This design comes from an exercise in tuning for small area and a short achievable clock period on the open sky130 flow, not from production work. No functional check of the RTL was part of any run shown here. Power is estimated from default activity; no workload was simulated.

File: flow/config.mk
export PLATFORM = sky130hd
export DESIGN_NAME = folding_2
export DESIGN_NICKNAME = folding_2
export VERILOG_FILES = /design/flow/design.v
export SDC_FILE = /design/flow/constraint.sdc
export NUM_CORES = 4
export LEC_CHECK = 0
export ABC_CLOCK_PERIOD_IN_PS = 3000
export CAP_MARGIN = 20
export CORE_MARGIN = 2
export CORE_UTILIZATION = 40
export SETUP_SLACK_MARGIN = 4.5
export SLEW_MARGIN = 20
export SYNTH_HIERARCHICAL = 1
export SYNTH_MINIMUM_KEEP_SIZE = 0
File: flow/constraint.sdc
create_clock -name core_clock -period 8.0 [get_ports {clk}]
set_input_delay 1.6000 -clock core_clock [delete_from_list [all_inputs] [get_ports {clk}]]
set_output_delay 1.6000 -clock core_clock [all_outputs]
set_load 0.01 [all_outputs]
File: flow/design.v
module folding_2(Xn,Yn,a,b,clk,switch,rst);
input [15:0] Xn,a,b;
input clk,switch,rst;
output reg [15:0] Yn;
reg ph;                   
reg phn;                  
reg rq;                   
reg [15:0] c;             
reg [15:0] yo;            
reg [15:0] h2, h3, h4;    
reg [15:0] asn, acn;      
wire sh = phn | rq;       
wire [255:0] ppn;
genvar gk, gi;
generate for (gk = 0; gk < 16; gk = gk + 1) begin : g_pp
  for (gi = 0; gi < 16 - gk; gi = gi + 1) begin : g_ppi
    assign ppn[gk*16 + gi] = ~(c[gk] & yo[gi]);
  end
end endgenerate
wire [15:0] asg = asn | {16{phn}};
wire [15:0] acg = acn | {16{phn}};
wire [15:0] xg = ~(Xn & {16{ph}});
wire [15:0] tsn, tcn, ysum;
wire s1, k2;
wire s3, k4;
wire s5, k6;
wire s7, k8;
wire s9, k10;
wire s11, k12;
wire s13, k14;
wire s15, k16;
wire s17, k18;
wire s19, k20;
wire s21, k22;
wire s23, k24;
wire s25, k26;
wire s27, k28;
wire s29, k30;
wire s31, k32;
wire s33, k34;
wire s35, k36;
wire s37, k38;
wire s39, k40;
wire s41, k42;
wire s43, k44;
wire s45, k46;
wire s47, k48;
wire s49, k50;
wire s51, k52;
wire s53, k54;
wire s55, k56;
wire s57, k58;
wire s59, k60;
wire s61, k62;
wire s63, k64;
wire s65, k66;
wire s67, k68;
wire s69, k70;
wire s71, k72;
wire s73, k74;
wire s75, k76;
wire s77, k78;
wire s79, k80;
wire s81, k82;
wire s83, k84;
wire s85, k86;
wire s87, k88;
wire s89, k90;
wire s91, k92;
wire s93, k94;
wire s95, k96;
wire s97, k98;
wire s99, k100;
wire s101, k102;
wire s103, k104;
wire s105, k106;
wire s107, k108;
wire s109, k110;
wire s111, k112;
wire s113, k114;
wire s115, k116;
wire s117, k118;
wire s119, k120;
wire s121, k122;
wire s123, k124;
wire s125, k126;
wire s127, k128;
wire s129, k130;
wire s131, k132;
wire s133, k134;
wire s135, k136;
wire s137, k138;
wire s139, k140;
wire s141, k142;
wire s143, k144;
wire s145, k146;
wire s147, k148;
wire s149, k150;
wire s151, k152;
wire s153, k154;
wire s155, k156;
wire s157, k158;
wire s159, k160;
wire s161, k162;
wire s163, k164;
wire s165, k166;
wire s167, k168;
wire s169, k170;
wire s171, k172;
wire s173, k174;
wire s175, k176;
wire s177, k178;
wire s179, k180;
wire s181, k182;
wire s183, k184;
wire s185, k186;
wire s187, k188;
wire s189, k190;
wire s191, k192;
wire s193, k194;
wire s195, k196;
wire s197, k198;
wire s199, k200;
wire s201, k202;
wire s203, k204;
wire s205, k206;
wire s207, k208;
wire s209, k210;
wire s211, k212;
wire s213, k214;
wire s215, k216;
wire s217, k218;
wire s219, k220;
wire s221, k222;
wire s223, k224;
wire s225, k226;
wire s227, k228;
wire s229, k230;
wire s231, k232;
wire s233, k234;
wire s235, k236;
wire s237, k238;
wire s239, k240;
wire s241;
wire s242;
wire s243;
wire s244;
wire s245;
wire s246;
wire s247;
wire s248;
wire s249;
wire s250;
wire s251;
wire s252;
wire s253;
wire s254;
wire s255;
wire s256;
fa u0 (ppn[0], asg[0], acg[0], s1, k2);
fa u1 (ppn[1], ppn[16], asg[1], s3, k4);
fa u2 (acg[1], k2, s3, s5, k6);
fa u3 (ppn[2], ppn[17], ppn[32], s7, k8);
fa u4 (asg[2], acg[2], k4, s9, k10);
fa u5 (s7, s9, k6, s11, k12);
fa u6 (ppn[3], ppn[18], ppn[33], s13, k14);
fa u7 (ppn[48], asg[3], acg[3], s15, k16);
fa u8 (k8, s13, s15, s17, k18);
fa u9 (k10, s17, k12, s19, k20);
fa u10 (ppn[4], ppn[19], ppn[34], s21, k22);
fa u11 (ppn[49], ppn[64], asg[4], s23, k24);
fa u12 (acg[4], k14, k16, s25, k26);
fa u13 (s21, s23, s25, s27, k28);
fa u14 (k18, xg[4], s27, s29, k30);
fa u15 (ppn[5], ppn[20], ppn[35], s31, k32);
fa u16 (ppn[50], ppn[65], ppn[80], s33, k34);
fa u17 (asg[5], acg[5], k22, s35, k36);
fa u18 (k24, s31, s33, s37, k38);
fa u19 (k26, s35, s37, s39, k40);
fa u20 (k28, xg[5], s39, s41, k42);
fa u21 (ppn[6], ppn[21], ppn[36], s43, k44);
fa u22 (ppn[51], ppn[66], ppn[81], s45, k46);
fa u23 (ppn[96], asg[6], acg[6], s47, k48);
fa u24 (k32, k34, s43, s49, k50);
fa u25 (s45, s47, k36, s51, k52);
fa u26 (k38, s49, s51, s53, k54);
fa u27 (xg[6], k40, s53, s55, k56);
fa u28 (ppn[7], ppn[22], ppn[37], s57, k58);
fa u29 (ppn[52], ppn[67], ppn[82], s59, k60);
fa u30 (ppn[97], ppn[112], asg[7], s61, k62);
fa u31 (acg[7], k44, k46, s63, k64);
fa u32 (k48, s57, s59, s65, k66);
fa u33 (s61, s63, k50, s67, k68);
fa u34 (s65, k52, xg[7], s69, k70);
fa u35 (s67, k54, s69, s71, k72);
fa u36 (ppn[8], ppn[23], ppn[38], s73, k74);
fa u37 (ppn[53], ppn[68], ppn[83], s75, k76);
fa u38 (ppn[98], ppn[113], ppn[128], s77, k78);
fa u39 (asg[8], acg[8], k58, s79, k80);
fa u40 (k60, k62, s73, s81, k82);
fa u41 (s75, s77, k64, s83, k84);
fa u42 (s79, k66, s81, s85, k86);
fa u43 (s83, k68, xg[8], s87, k88);
fa u44 (s85, k70, s87, s89, k90);
fa u45 (ppn[9], ppn[24], ppn[39], s91, k92);
fa u46 (ppn[54], ppn[69], ppn[84], s93, k94);
fa u47 (ppn[99], ppn[114], ppn[129], s95, k96);
fa u48 (ppn[144], asg[9], acg[9], s97, k98);
fa u49 (k74, k76, k78, s99, k100);
fa u50 (s91, s93, s95, s101, k102);
fa u51 (s97, k80, s99, s103, k104);
fa u52 (k82, s101, k84, s105, k106);
fa u53 (xg[9], k86, s103, s107, k108);
fa u54 (s105, k88, s107, s109, k110);
fa u55 (ppn[10], ppn[25], ppn[40], s111, k112);
fa u56 (ppn[55], ppn[70], ppn[85], s113, k114);
fa u57 (ppn[100], ppn[115], ppn[130], s115, k116);
fa u58 (ppn[145], ppn[160], asg[10], s117, k118);
fa u59 (acg[10], k92, k94, s119, k120);
fa u60 (k96, k98, s111, s121, k122);
fa u61 (s113, s115, s117, s123, k124);
fa u62 (k100, s119, k102, s125, k126);
fa u63 (s121, s123, k104, s127, k128);
fa u64 (xg[10], s125, k106, s129, k130);
fa u65 (k108, s127, s129, s131, k132);
fa u66 (ppn[11], ppn[26], ppn[41], s133, k134);
fa u67 (ppn[56], ppn[71], ppn[86], s135, k136);
fa u68 (ppn[101], ppn[116], ppn[131], s137, k138);
fa u69 (ppn[146], ppn[161], ppn[176], s139, k140);
fa u70 (asg[11], acg[11], k112, s141, k142);
fa u71 (k114, k116, k118, s143, k144);
fa u72 (s133, s135, s137, s145, k146);
fa u73 (s139, k120, s141, s147, k148);
fa u74 (s143, k122, k124, s149, k150);
fa u75 (s145, k126, xg[11], s151, k152);
fa u76 (s147, s149, k128, s153, k154);
fa u77 (s151, k130, s153, s155, k156);
fa u78 (ppn[12], ppn[27], ppn[42], s157, k158);
fa u79 (ppn[57], ppn[72], ppn[87], s159, k160);
fa u80 (ppn[102], ppn[117], ppn[132], s161, k162);
fa u81 (ppn[147], ppn[162], ppn[177], s163, k164);
fa u82 (ppn[192], asg[12], acg[12], s165, k166);
fa u83 (k134, k136, k138, s167, k168);
fa u84 (k140, s157, s159, s169, k170);
fa u85 (s161, s163, s165, s171, k172);
fa u86 (k142, k144, s167, s173, k174);
fa u87 (k146, s169, s171, s175, k176);
fa u88 (k148, k150, xg[12], s177, k178);
fa u89 (s173, s175, k152, s179, k180);
fa u90 (s177, k154, s179, s181, k182);
fa u91 (ppn[13], ppn[28], ppn[43], s183, k184);
fa u92 (ppn[58], ppn[73], ppn[88], s185, k186);
fa u93 (ppn[103], ppn[118], ppn[133], s187, k188);
fa u94 (ppn[148], ppn[163], ppn[178], s189, k190);
fa u95 (ppn[193], ppn[208], asg[13], s191, k192);
fa u96 (acg[13], k158, k160, s193, k194);
fa u97 (k162, k164, k166, s195, k196);
fa u98 (s183, s185, s187, s197, k198);
fa u99 (s189, s191, k168, s199, k200);
fa u100 (s193, s195, k170, s201, k202);
fa u101 (k172, s197, s199, s203, k204);
fa u102 (k174, xg[13], k176, s205, k206);
fa u103 (s201, k178, s203, s207, k208);
fa u104 (s205, k180, s207, s209, k210);
fa u105 (ppn[14], ppn[29], ppn[44], s211, k212);
fa u106 (ppn[59], ppn[74], ppn[89], s213, k214);
fa u107 (ppn[104], ppn[119], ppn[134], s215, k216);
fa u108 (ppn[149], ppn[164], ppn[179], s217, k218);
fa u109 (ppn[194], ppn[209], ppn[224], s219, k220);
fa u110 (asg[14], acg[14], k184, s221, k222);
fa u111 (k186, k188, k190, s223, k224);
fa u112 (k192, s211, s213, s225, k226);
fa u113 (s215, s217, s219, s227, k228);
fa u114 (k194, k196, s221, s229, k230);
fa u115 (s223, k198, s225, s231, k232);
fa u116 (s227, k200, k202, s233, k234);
fa u117 (xg[14], s229, s231, s235, k236);
fa u118 (k204, k206, s233, s237, k238);
fa u119 (s235, k208, s237, s239, k240);
fa u120 (ppn[15], ppn[30], ppn[45], s241, );
fa u121 (ppn[60], ppn[75], ppn[90], s242, );
fa u122 (ppn[105], ppn[120], ppn[135], s243, );
fa u123 (ppn[150], ppn[165], ppn[180], s244, );
fa u124 (ppn[195], ppn[210], ppn[225], s245, );
fa u125 (ppn[240], asg[15], acg[15], s246, );
fa u126 (k212, k214, k216, s247, );
fa u127 (k218, k220, s241, s248, );
fa u128 (s242, s243, s244, s249, );
fa u129 (s245, s246, k222, s250, );
fa u130 (k224, s247, k226, s251, );
fa u131 (k228, s248, s249, s252, );
fa u132 (s250, k230, xg[15], s253, );
fa u133 (k232, s251, s252, s254, );
fa u134 (k234, s253, k236, s255, );
fa u135 (s254, k238, s255, s256, );
assign tsn = {k240, k210, k182, k156, k132, k110, k90, k72, k56, k42, k30, k20, xg[3], xg[2], xg[1], xg[0]};
assign tcn = {s256, s239, s209, s181, s155, s131, s109, s89, s71, s55, s41, s29, s19, s11, s5, s1};
cpa u_cpa (asn, acn, ysum);
always @(posedge clk) begin
  ph <= ~switch;
  phn <= switch;
  rq <= rst;
  c <= rst ? 16'd0 : (switch ? b : a);
  yo <= sh ? h2 : h4;
  asn <= tsn;
  acn <= tcn;
  if (sh) begin
    Yn <= (rst | rq) ? 16'd0 : ysum;
    h2 <= Yn;
    h3 <= h2;
    h4 <= h3;
  end
end
endmodule
module fa (a, b, c, s, co);
input a, b, c;
output s, co;
assign s = a ^ b ^ c;
assign co = (a & b) | (a & c) | (b & c);
endmodule
module cpa (sn, cn, y);
input [15:0] sn, cn;
output [15:0] y;
wire [15:0] g = ~(sn | cn);
wire [15:0] p = sn ^ cn;
wire G0_1 = g[1] | (p[1] & g[0]);
wire G0_3 = g[3] | (p[3] & g[2]);
wire P0_3 = p[3] & p[2];
wire G0_5 = g[5] | (p[5] & g[4]);
wire P0_5 = p[5] & p[4];
wire G0_7 = g[7] | (p[7] & g[6]);
wire P0_7 = p[7] & p[6];
wire G0_9 = g[9] | (p[9] & g[8]);
wire P0_9 = p[9] & p[8];
wire G0_11 = g[11] | (p[11] & g[10]);
wire P0_11 = p[11] & p[10];
wire G0_13 = g[13] | (p[13] & g[12]);
wire P0_13 = p[13] & p[12];
wire G0_15 = g[15] | (p[15] & g[14]);
wire P0_15 = p[15] & p[14];
wire G1_2 = g[2] | (p[2] & G0_1);
wire G1_3 = G0_3 | (P0_3 & G0_1);
wire G1_6 = g[6] | (p[6] & G0_5);
wire P1_6 = p[6] & P0_5;
wire G1_7 = G0_7 | (P0_7 & G0_5);
wire P1_7 = P0_7 & P0_5;
wire G1_10 = g[10] | (p[10] & G0_9);
wire P1_10 = p[10] & P0_9;
wire G1_11 = G0_11 | (P0_11 & G0_9);
wire P1_11 = P0_11 & P0_9;
wire G1_14 = g[14] | (p[14] & G0_13);
wire P1_14 = p[14] & P0_13;
wire G1_15 = G0_15 | (P0_15 & G0_13);
wire P1_15 = P0_15 & P0_13;
wire G2_4 = g[4] | (p[4] & G1_3);
wire G2_5 = G0_5 | (P0_5 & G1_3);
wire G2_6 = G1_6 | (P1_6 & G1_3);
wire G2_7 = G1_7 | (P1_7 & G1_3);
wire G2_12 = g[12] | (p[12] & G1_11);
wire P2_12 = p[12] & P1_11;
wire G2_13 = G0_13 | (P0_13 & G1_11);
wire P2_13 = P0_13 & P1_11;
wire G2_14 = G1_14 | (P1_14 & G1_11);
wire P2_14 = P1_14 & P1_11;
wire G2_15 = G1_15 | (P1_15 & G1_11);
wire P2_15 = P1_15 & P1_11;
wire G3_8 = g[8] | (p[8] & G2_7);
wire G3_9 = G0_9 | (P0_9 & G2_7);
wire G3_10 = G1_10 | (P1_10 & G2_7);
wire G3_11 = G1_11 | (P1_11 & G2_7);
wire G3_12 = G2_12 | (P2_12 & G2_7);
wire G3_13 = G2_13 | (P2_13 & G2_7);
wire G3_14 = G2_14 | (P2_14 & G2_7);
wire G3_15 = G2_15 | (P2_15 & G2_7);
assign y = p ^ {G3_14, G3_13, G3_12, G3_11, G3_10, G3_9, G3_8, G2_7, G2_6, G2_5, G2_4, G1_3, G1_2, G0_1, g[0], 1'b0};
endmodule
File: flow/run.sh
#!/bin/bash
# synth_recipe.tcl (not shown) runs the flow's synth.tcl, then flattens the netlist and writes it again
# the make line also repeats each setting of config.mk as NAME=value (left out here)
make -C /OpenROAD-flow-scripts/flow DESIGN_CONFIG=/design/flow/config.mk WORK_HOME=/design/flow/orfs CLKGATE_MAP_FILE= SYNTH_SCRIPT=/design/flow/synth_recipe.tcl finish
==> results of run 1 <==
[state kept, by name, indices dropped and copies added, names as in the netlist]
signal  flops
asn        16
h3         16
yo         16
acn        16
c          16
Yn         16
h2         16
phn         1
rq          1
h4         16
ph          1
[placed cells by master, fill, tap and decap left out, types with 17 or more instances in the layout]
master                            synthesis  final
sky130_fd_sc_hd__and2_1                  17     17
sky130_fd_sc_hd__clkbuf_16                0     18
sky130_fd_sc_hd__clkdlybuf4s50_1          0     66
sky130_fd_sc_hd__dfxtp_1                 67     41
sky130_fd_sc_hd__dfxtp_4                  0     19
sky130_fd_sc_hd__edfxtp_1                64     64
sky130_fd_sc_hd__fa_1                   140    122
sky130_fd_sc_hd__fa_2                     0     18
sky130_fd_sc_hd__inv_1                   40     39
sky130_fd_sc_hd__mux2i_1                 17     17
sky130_fd_sc_hd__nand2_1                156    156
sky130_fd_sc_hd__nor2_1                  21     21
sky130_fd_sc_hd__or2_2                   32     32
[Yosys stat by module (local to each module, per instance)]
module,cell area [um^2],flip-flops and latches,cells inside
folding_2,4743,131,414
cpa,738.2,0,105
fa,20.02,0,1
[layout make-up]
cell class / count / share of cell area [%]
Clock inverter: 9 / 1.048
Clock buffer: 23 / 4.936
Timing Repair Buffer: 82 / 8.041
Multi-Input combinational cell: 453 / 47.32
Tap cell: 270 / 3.408
Inverter: 40 / 1.515
Sequential cell: 131 / 33.73
[logic make-up (layout without fill, tap and decap cells)]
logic type / count (synthesis) / in the layout
mux: 33 / 33
simple gates: 234 / 234
compound gates: 23 / 23
xor+xnor: 9 / 9
fa+ha+maj: 154 / 154
flops: 131 / 131
buf+inv: 71 / 154
[power by group through the flow]
stage	clock network [mW]	logic, mW	registers (mW)
3_5_place_dp	0	1.24	1.11
6_report	0.769	1.25	1.11
5_1_grt	0.812	1.43	1.13
2_1_floorplan	0	0.915	1.01
3_3_place_gp	0	1.16	1.11
4_1_cts	0.792	1.26	1.11
[routing by layer]
layer	wire length (um)	global-route usage, %
met5	0	0
met4	379	6.202
met1	7986	24.74
met2	8966	29.46
met3	1006	3.354
[stage by stage]
| stage | total power, mW | util (%) |
|---|---|---|
| floorplan | 1.928 | - |
| global placement | 2.273 | 45.08 |
| detailed placement | 2.348 | 45.08 |
| CTS | 3.155 | 48.65 |
| global route | 3.372 | 49.14 |
| finish | 3.127 | 49.14 |
[what timing repair did]
item                       CTS  global route
cloned                       0             0
pin swaps                    0             2
setup endpoints to repair   13             7
resized for setup           38            21
buffers inserted             8             6
[worst max-delay path by stage]
| stage | from | endpoint | cells past startpoint |
|---|---|---|---|
| 5_1_grt | phn | acn[15] | 7 |
| 3_3_place_gp | phn | acn[14] | 7 |
| 4_1_cts | c[9] | acn[14] | 7 |
| 2_1_floorplan | c[2] | acn[13] | 8 |
| 3_5_place_dp | phn | acn[14] | 7 |
| 6_report | phn | acn[14] | 7 |
==> reports/results.md, run 1 <==
| Stage | Parameter | Reported |
|:---|:---|:---|
| sta | Total Neg Setup Slack | 0 ns |
| setup path | Worst reg2reg path startpoint | phn |
| clocking | Number of clock sinks seen by CTS | 131 |
| sta | Final-report max-slew violation count | 0 |
| synthesis | Area share of the largest cell type after synthesis | 34.16% |
| synthesis | Area share of xor/xnor cells in the synthesized design | 0.9608% |
| clocking | Htree depth | 4 |
| synthesis | Dominant combinational cell family by area after synthesis | adder cells |
| min path | Hold Path Depth | 0 |
| outcome | Status | no timing/DRC/antenna violations |
| synthesis | Mux cell area share after synthesis | 4.682% |
| clocking | Clock root cell | sky130_fd_sc_hd__clkbuf_16 |
| finish | Count of nets after finishing | 930 |
| sta | Share of the cycle needed by the critical path after routing | 43.50% |
| finish | Filler cell count in the final layout | 1790 |
| setup path | Cell Chain, Critical Path | or2_2, fa_2, fa_1, fa_2, fa_2, fa_1, fa_1 |
| synthesis | Predominant post-synthesis flop cell | sky130_fd_sc_hd__dfxtp_1 |
| finish | Final instance count without filler cells | 1008 |
| placed design | Final HPWL DP | 13300 um |
| setup path | Peak fanout along the critical path | 10 |
| floorplanning | Total number of placement rows | 52 |
| clocking | Maximum clock path buffer count | 2 |
| detailed routing | Remaining antenna violation count after routing | 0 |
| min path | Startpoint of the lowest-slack hold path | h3[0] |
| detailed routing | Routed Wire Length | 18340 um |
| synthesis | Synthesized-area fraction occupied by ao, oa, aoi and oai cells | 2.089% |
| clocking | Clock tree from TritonCTS | done |
| placed design | Pre-CTS setup slack | 3.994 ns |
| finish | Antenna diode count | 0 |
| setup path | Maximum cell stage delay along the critical path | 0.54 ns |
| finish | Area growth, synth to finish | 20.82% |
| setup path | Worst path slowest cell | sky130_fd_sc_hd__fa_2 |
| sta | Post-layout worst setup margin | 4.520 ns |
| synthesis | Number of flip-flops and latches in the synthesized netlist | 131 |
| sta | Worst Clk Skew | 0.01403 ns |
| clocking | Clock-pin slew on the worst setup and hold paths | 0.06 ns |
| synthesis | Cell accounting for the most synthesized area | sky130_fd_sc_hd__fa_1 |
| synthesis | Number of enable flip-flop cells after synthesis | 64 |
| floorplanning | Top-Level Pins | 67 |
| pwr | Psw | 1.083 mW |
| synthesis | Fraction of registers with async set or reset after synthesis | 0% |
| clocking | Clock latency reported for the late side of the worst-skew pair | 0.42 ns |
| synthesis | Most frequent cell after synthesis | sky130_fd_sc_hd__nand2_1 |
| synthesis | Total nets after synthesis | 860 |
| placed design | IO buf count | 66 |
| sta | Max Clk Rate | 0.2873 GHz |
| setup path | Arrival time worst endpoint | 3.77 ns |
| grt | All-layer global routing usage | 18.14% |
| min path | Path type of the worst min-delay path | reg -> reg |
| setup path | Family with the most delay on the worst path | adder cells |
| setup path | Critical R2R Capture | acn[14] |
| synthesis | Yosys Warn Count | 7 |
| synthesis | Gate Count Post-Synth | 655 |
| grt | Initial antenna violation count | 0 |
| synthesis | Synthesized area per cell | 12.53 um^2 |
| sta | Hold Violations, Final | 0 |
| placed design | Cell area reported after detailed placement | 0.009092 mm^2 |
| pwr | Combinational share of power | 40.1% |
| sta | Worst rel slew slack | 38.60% |
| detailed routing | Drt wl/cell | 18.19 um |
| floorplanning | Total Die Area | 0.02167 mm^2 |
| placed design | Placed instance count | 962 |
| clocking | Hold buffer count at CTS | 0 |
| pwr | Leak Pwr | 3.471 nW |
| grt | Global-route wire length before repair | 29660 um |
| floorplanning | Starting Density | 40.68% |
| synthesis | Netlist area before placement | 0.008204 mm^2 |
| synthesis | Top cells by instance count after synthesis | sky130_fd_sc_hd__nand2_1 (156), sky130_fd_sc_hd__fa_1 (140), sky130_fd_sc_hd__dfxtp_1 (67) |
| finish | Fraction of final layout cells with drive strength greater than 1 | 19.24% |
| pwr | Sequential share of power | 35.3% |
| finish | Total area of multi-input combinational cells | 0.004691 mm^2 |
| finish | Final cell area excluding filler cells | 0.009912 mm^2 |
| pwr | Portion of total power attributed to the clock network | 24.6% |
| detailed routing | Total via count after detailed routing | 4891 |
| grt | Pin count of the biggest net entering global routing | 65 |
| detailed routing | Number of violations reported at the end of detailed-routing iteration 0 | 344 |
| synthesis | Top cells by area in the synthesized netlist | sky130_fd_sc_hd__fa_1 (34%), sky130_fd_sc_hd__edfxtp_1 (23%), sky130_fd_sc_hd__dfxtp_1 (16%) |
| pwr | Power Internal | 2.044 mW |
| setup path | Slack of the worst reg-to-reg path | 4.52 ns |
| floorplanning | Core Box Area | 0.02017 mm^2 |
| grt | Overflow left after global routing | 0 |
| detailed routing | First-pass iteration count of the detailed router | 5 |
| sta | Setup-violating endpoint count in the final report | 0 |
| clocking | CTS buffer count | 17 |
| finish | Area used by sequential logic in the layout | 0.003343 mm^2 |
| floorplanning | Overall die width | 147.2 um |
| setup path | Data required time at the worst endpoint | 8.29 ns |
| min path | Worst Hold End | h4[0] |
| detailed routing | Detailed-route vias per instance | 4.852 |
| synthesis | Post-synthesis share of cell area spent on full adders, half adders and majority gates | 36.30% |
| setup path | Worst R2R Path Depth | 7 |
| synthesis | Portion of the post-synthesis area used by sequential elements | 39.77% |
| pwr | Peak supply drop | 0.1593 mV |
| pwr | Switching share of total power | 34.64% |
| setup path | Bufs and invs on worst path | 0 |
| detailed routing | Total DRC errors in the routed layout | 0 |
| grt | Via count of the first global-routing pass | 5538 |
| setup path | Startpoint types | register |
| pwr | Total power divided by cell area | 315.5 mW/mm^2 |
| placed design | Final weighted congestion in routability-driven placement | 0.8331 |
| sta | Transition time of the tightest slew-check pin | 0.9182 ns |
| sta | Worst hold slack | 0.4207 ns |
| synthesis | Simple logic cell fraction of the synthesized area | 12.60% |
| sta | Unrepaired setup endpoints after global routing | true |
| sta | Final critical-path required period | 3.480 ns |
| job | Max cap viols | 0 |
| floorplanning | Die Height | 147.2 um |
| setup path | Endpoint class of the critical path | register |
| setup path | Kind of critical path | reg -> reg |
| synthesis | Number of distinct library cell variants in the gate-level netlist after synthesis | 37 |
==> inputs of run 2 (changes only) <==
--- a/flow/config.mk
+++ b/flow/config.mk
@@ -10,5 +10,5 @@
 export CORE_MARGIN = 2
 export CORE_UTILIZATION = 40
-export SETUP_SLACK_MARGIN = 4.5
+export SETUP_SLACK_MARGIN = 5
 export SLEW_MARGIN = 20
 export SYNTH_HIERARCHICAL = 1
==> run 2 against run 1 <==
Net effect: global-route usage increased by 0.79 points; combinational power increased by 11%; clock-buffer cell count shrank 6; worst hold slack lost 0.0017 ns; register-to-register slack improved by 0.03 ns; power is 3.1% higher; cell area increased by 5.6%; largest cell class unchanged.
==> reports/results.md, run 2 <==
| Stage | Parameter | Reported |
|:---|:---|:---|
| outcome | Status | no timing/DRC/antenna violations |
| setup path | Worst reg2reg path startpoint | yo[7] |
| sta | Worst Clk Skew | 0.01568 ns |
| finish | Final cell area excluding filler cells | 0.01047 mm^2 |
| sta | Final critical-path required period | 3.446 ns |
| setup path | Cell Chain, Critical Path | nand2_1, fa_1, fa_1, fa_1, fa_2, fa_1, fa_1 |
| sta | Max Clk Rate | 0.2902 GHz |
| synthesis | Yosys Warn Count | 7 |
| pwr | Total power divided by cell area | 307.8 mW/mm^2 |
| detailed routing | Detailed-route vias per instance | 4.879 |
| finish | Area growth, synth to finish | 27.63% |
| grt | All-layer global routing usage | 18.93% |
| sta | Worst rel slew slack | 40.55% |
| clocking | Maximum clock path buffer count | 2 |
| synthesis | Predominant post-synthesis flop cell | sky130_fd_sc_hd__dfxtp_1 |
| floorplanning | Total Die Area | 0.02167 mm^2 |
| synthesis | Simple logic cell fraction of the synthesized area | 12.60% |
| synthesis | Post-synthesis share of cell area spent on full adders, half adders and majority gates | 36.30% |
| pwr | Leak Pwr | 3.776 nW |
| floorplanning | Starting Density | 40.68% |
| finish | Commonest cells after routing, fill and taps aside | sky130_fd_sc_hd__nand2_1 (144), sky130_fd_sc_hd__fa_1 (76), sky130_fd_sc_hd__edfxtp_1 (64), sky130_fd_sc_hd__fa_2 (64), sky130_fd_sc_hd__clkdlybuf4s50_1 (64) |
| synthesis | Cell accounting for the most synthesized area | sky130_fd_sc_hd__fa_1 |
| sta | Worst hold slack | 0.4191 ns |
| setup path | Maximum cell stage delay along the critical path | 0.53 ns |
| detailed routing | First-pass iteration count of the detailed router | 5 |
| synthesis | Area share of xor/xnor cells in the synthesized design | 0.9608% |
| clocking | Clock tree from TritonCTS | done |
| detailed routing | Total via count after detailed routing | 5128 |
| finish | Fraction of final layout cells with drive strength greater than 1 | 31.75% |
| sta | Setup-violating endpoint count in the final report | 0 |
| clocking | Clock root cell | sky130_fd_sc_hd__clkbuf_16 |
| finish | Antenna diode count | 0 |
| finish | Area used by sequential logic in the layout | 0.003353 mm^2 |
| sta | Total Neg Setup Slack | 0 ns |
| synthesis | Number of enable flip-flop cells after synthesis | 64 |
| synthesis | Most frequent cell after synthesis | sky130_fd_sc_hd__nand2_1 |
| synthesis | Fraction of registers with async set or reset after synthesis | 0% |
| grt | Pin count of the biggest net entering global routing | 65 |
| synthesis | Top cells by area in the synthesized netlist | sky130_fd_sc_hd__fa_1 (34%), sky130_fd_sc_hd__edfxtp_1 (23%), sky130_fd_sc_hd__dfxtp_1 (16%) |
| grt | Via count of the first global-routing pass | 5585 |
| finish | Final instance count without filler cells | 1051 |
| setup path | Peak fanout along the critical path | 6 |
| setup path | Dominant cell type by count on the critical path | sky130_fd_sc_hd__fa_1 |
| setup path | Critical R2R Capture | acn[15] |
| detailed routing | Drt wl/cell | 18.40 um |
| setup path | Family with the most delay on the worst path | adder cells |
| placed design | Placed instance count | 961 |
| floorplanning | Core Box Area | 0.02017 mm^2 |
| grt | Overflow left after global routing | 0 |
| setup path | Worst path slowest cell | sky130_fd_sc_hd__fa_1 |
| setup path | Slack of the worst reg-to-reg path | 4.55 ns |
| placed design | IO buf count | 66 |
| grt | Initial antenna violation count | 0 |
| floorplanning | Die Height | 147.2 um |
| clocking | Number of clock sinks seen by CTS | 131 |
| finish | Most common library cell in the layout ignoring fill and taps | sky130_fd_sc_hd__nand2_1 |
| synthesis | Synthesized-area fraction occupied by ao, oa, aoi and oai cells | 2.089% |
| sta | Hold Violations, Final | 0 |
| synthesis | Portion of the post-synthesis area used by sequential elements | 39.77% |
| synthesis | Dominant combinational cell family by area after synthesis | adder cells |
| pwr | Combinational share of power | 43.2% |
| detailed routing | Routed Wire Length | 19330 um |
| floorplanning | Top-Level Pins | 67 |
| synthesis | Netlist area before placement | 0.008204 mm^2 |
| placed design | Final weighted congestion in routability-driven placement | 0.8828 |
| min path | Hold Path Depth | 0 |
| job | Max cap viols | 0 |
| setup path | Bufs and invs on worst path | 0 |
| pwr | Power Internal | 2.042 mW |
| pwr | Switching share of total power | 36.64% |
| clocking | Htree depth | 4 |
| detailed routing | Number of violations reported at the end of detailed-routing iteration 0 | 321 |
| synthesis | Number of distinct library cell variants in the gate-level netlist after synthesis | 37 |
| synthesis | Mux cell area share after synthesis | 4.682% |
| sta | Unrepaired setup endpoints after global routing | true |
| clocking | Clock-pin slew on the worst setup and hold paths | 0.07 ns |
| sta | Transition time of the tightest slew-check pin | 0.8889 ns |
| finish | Count of nets after finishing | 973 |
| setup path | Endpoint class of the critical path | register |
| detailed routing | Remaining antenna violation count after routing | 0 |
| setup path | Arrival time worst endpoint | 3.75 ns |
| setup path | Worst R2R Path Depth | 7 |
| finish | Total area of multi-input combinational cells | 0.004868 mm^2 |
| synthesis | Number of flip-flops and latches in the synthesized netlist | 131 |
| floorplanning | Overall die width | 147.2 um |
| floorplanning | Total number of placement rows | 52 |
| synthesis | Gate Count Post-Synth | 655 |
| placed design | Final HPWL DP | 13430 um |
| setup path | Kind of critical path | reg -> reg |
| min path | Startpoint of the lowest-slack hold path | h3[6] |
| pwr | Sequential share of power | 33.8% |
| sta | Final-report max-slew violation count | 0 |
| setup path | Startpoint types | register |
| detailed routing | Total DRC errors in the routed layout | 0 |
| synthesis | Area share of the largest cell type after synthesis | 34.16% |
| setup path | Data required time at the worst endpoint | 8.31 ns |
| pwr | Psw | 1.181 mW |
| pwr | Portion of total power attributed to the clock network | 23.0% |
| sta | Share of the cycle needed by the critical path after routing | 43.07% |
| finish | Filler cell count in the final layout | 1739 |
| synthesis | Total nets after synthesis | 860 |
| grt | Global-route wire length before repair | 30620 um |
| pwr | Peak supply drop | 0.1512 mV |
| clocking | Clock latency reported for the late side of the worst-skew pair | 0.44 ns |
| clocking | CTS buffer count | 17 |
| min path | Path type of the worst min-delay path | reg -> reg |
| clocking | Hold buffer count at CTS | 0 |
| min path | Worst Hold End | h4[6] |
| synthesis | Top cells by instance count after synthesis | sky130_fd_sc_hd__nand2_1 (156), sky130_fd_sc_hd__fa_1 (140), sky130_fd_sc_hd__dfxtp_1 (67) |
| synthesis | Synthesized area per cell | 12.53 um^2 |
| placed design | Cell area reported after detailed placement | 0.009169 mm^2 |
[run 2: cell counts after synthesis]
No cell type changed its count.
[run 2: worst max path at each step]
stage | depth (start not counted) | slack [ns] | end | from
2_1_floorplan | 8 | 4.54 | acn[14] | phn
4_1_cts | 7 | 4.57 | acn[15] | yo[10]
3_5_place_dp | 7 | 4.14 | acn[13] | c[0]
5_1_grt | 7 | 4.50 | acn[15] | yo[10]
3_3_place_gp | 7 | 4.22 | acn[14] | c[0]
6_report | 7 | 4.55 | acn[15] | yo[7]
[run 2: final cells by class]
type / instances / share of cell area (%)
timing repair buffer: 125 / 11.42
multi-input combinational: 453 / 46.49
clock inverter: 15 / 1.338
clock buffer: 17 / 4.063
sequential: 131 / 32.02
tap: 270 / 3.226
inverter: 40 / 1.434
[run 2: power by group through the flow]
| stage | registers [mW] | clock network, mW | logic [mW] |
|---|---|---|---|
| final | 1.09 | 0.741 | 1.39 |
| after global routing | 1.11 | 0.788 | 1.58 |
| after global placement | 1.11 | 0 | 1.20 |
| after detailed placement | 1.11 | 0 | 1.26 |
| after CTS | 1.09 | 0.761 | 1.37 |
| after floorplan | 1.01 | 0 | 0.951 |
[run 2: cell families after synthesis]
family                     Yosys count
AOI/OAI and AO/OA                   23
adders and majority gates          154
DFF                                131
xor gates and xnor gates             9
and+or+nand+nor                    234
buffers and inverters               71
muxes                               33
[run 2: routing by layer]
metal  global-route usage, %  part of all wire (%)  vias up
li1                        -                     -     2278
met1                   25.93                    43     2628
met2                   30.40                    48      192
met3                   3.882                   6.1       30
met4                   6.250                   2.2        0
met5                       0                     0        -
[run 2: stage by stage]
stage                     setup WS [ns]  total power [mW]  utilization (%)
after global placement            4.215             2.311            45.46
after detailed placement          4.142             2.371            45.46
after global routing              4.501             3.478            51.92
after floorplan                   4.538             1.965                -
final                             4.554             3.223            51.92
after CTS                         4.571             3.225            50.84
[run 2: timing repair]
action | 4_1_cts | 5_1_grt
gates resized for setup | 72 | 32
endpoints found under the setup margin | 21 | 24
pin swaps | 12 | 13
buffers inserted | 42 | 16
hold endpoints to repair | 0 | 0
[run 2: modules after synthesis, one instance, submodules excluded]
module     cell area [um^2]  cells inside
folding_2              4743           414
cpa                   738.2           105
fa                    20.02             1

-- separate check: timing with driven ports --
The results above use ideal ports. As a check the final layouts listed here were re-extracted and re-timed, cells and wires unchanged.
Step 1 (the two cells are an assumption about what drives the block):
set clk [get_ports {clk}]
set_driving_cell -lib_cell sky130_fd_sc_hd__clkbuf_16 $clk
set_driving_cell -lib_cell sky130_fd_sc_hd__buf_2 [delete_from_list [all_inputs] $clk]
Step 2 moves the port delays by t, midway between the first and last clock arrival at a register: inputs arrive t later, outputs are due t later. That takes back most of the time a late clock gives input paths.
Slacks: ideal / step 1 / step 2; pairs: ideal / step 1.
| run | shift t [ns] | setup slack, ns | hold WS [ns] | latest minus earliest clock arrival (ns) |
|---|---|---|---|---|
| run 1 | 0.462 | 4.520 / 4.520 / 4.243 | 0.421 / 0.421 / 0.421 | 0.015 / 0.014 |
| run 2 | 0.473 | 4.554 / 4.554 / 4.256 | 0.419 / 0.419 / 0.419 | 0.015 / 0.016 |
After both steps every run listed still meets setup and hold. For run 2, which loses most, drivers alone change the setup slack by 0.000 ns; drivers and shift together by -0.298 ns.
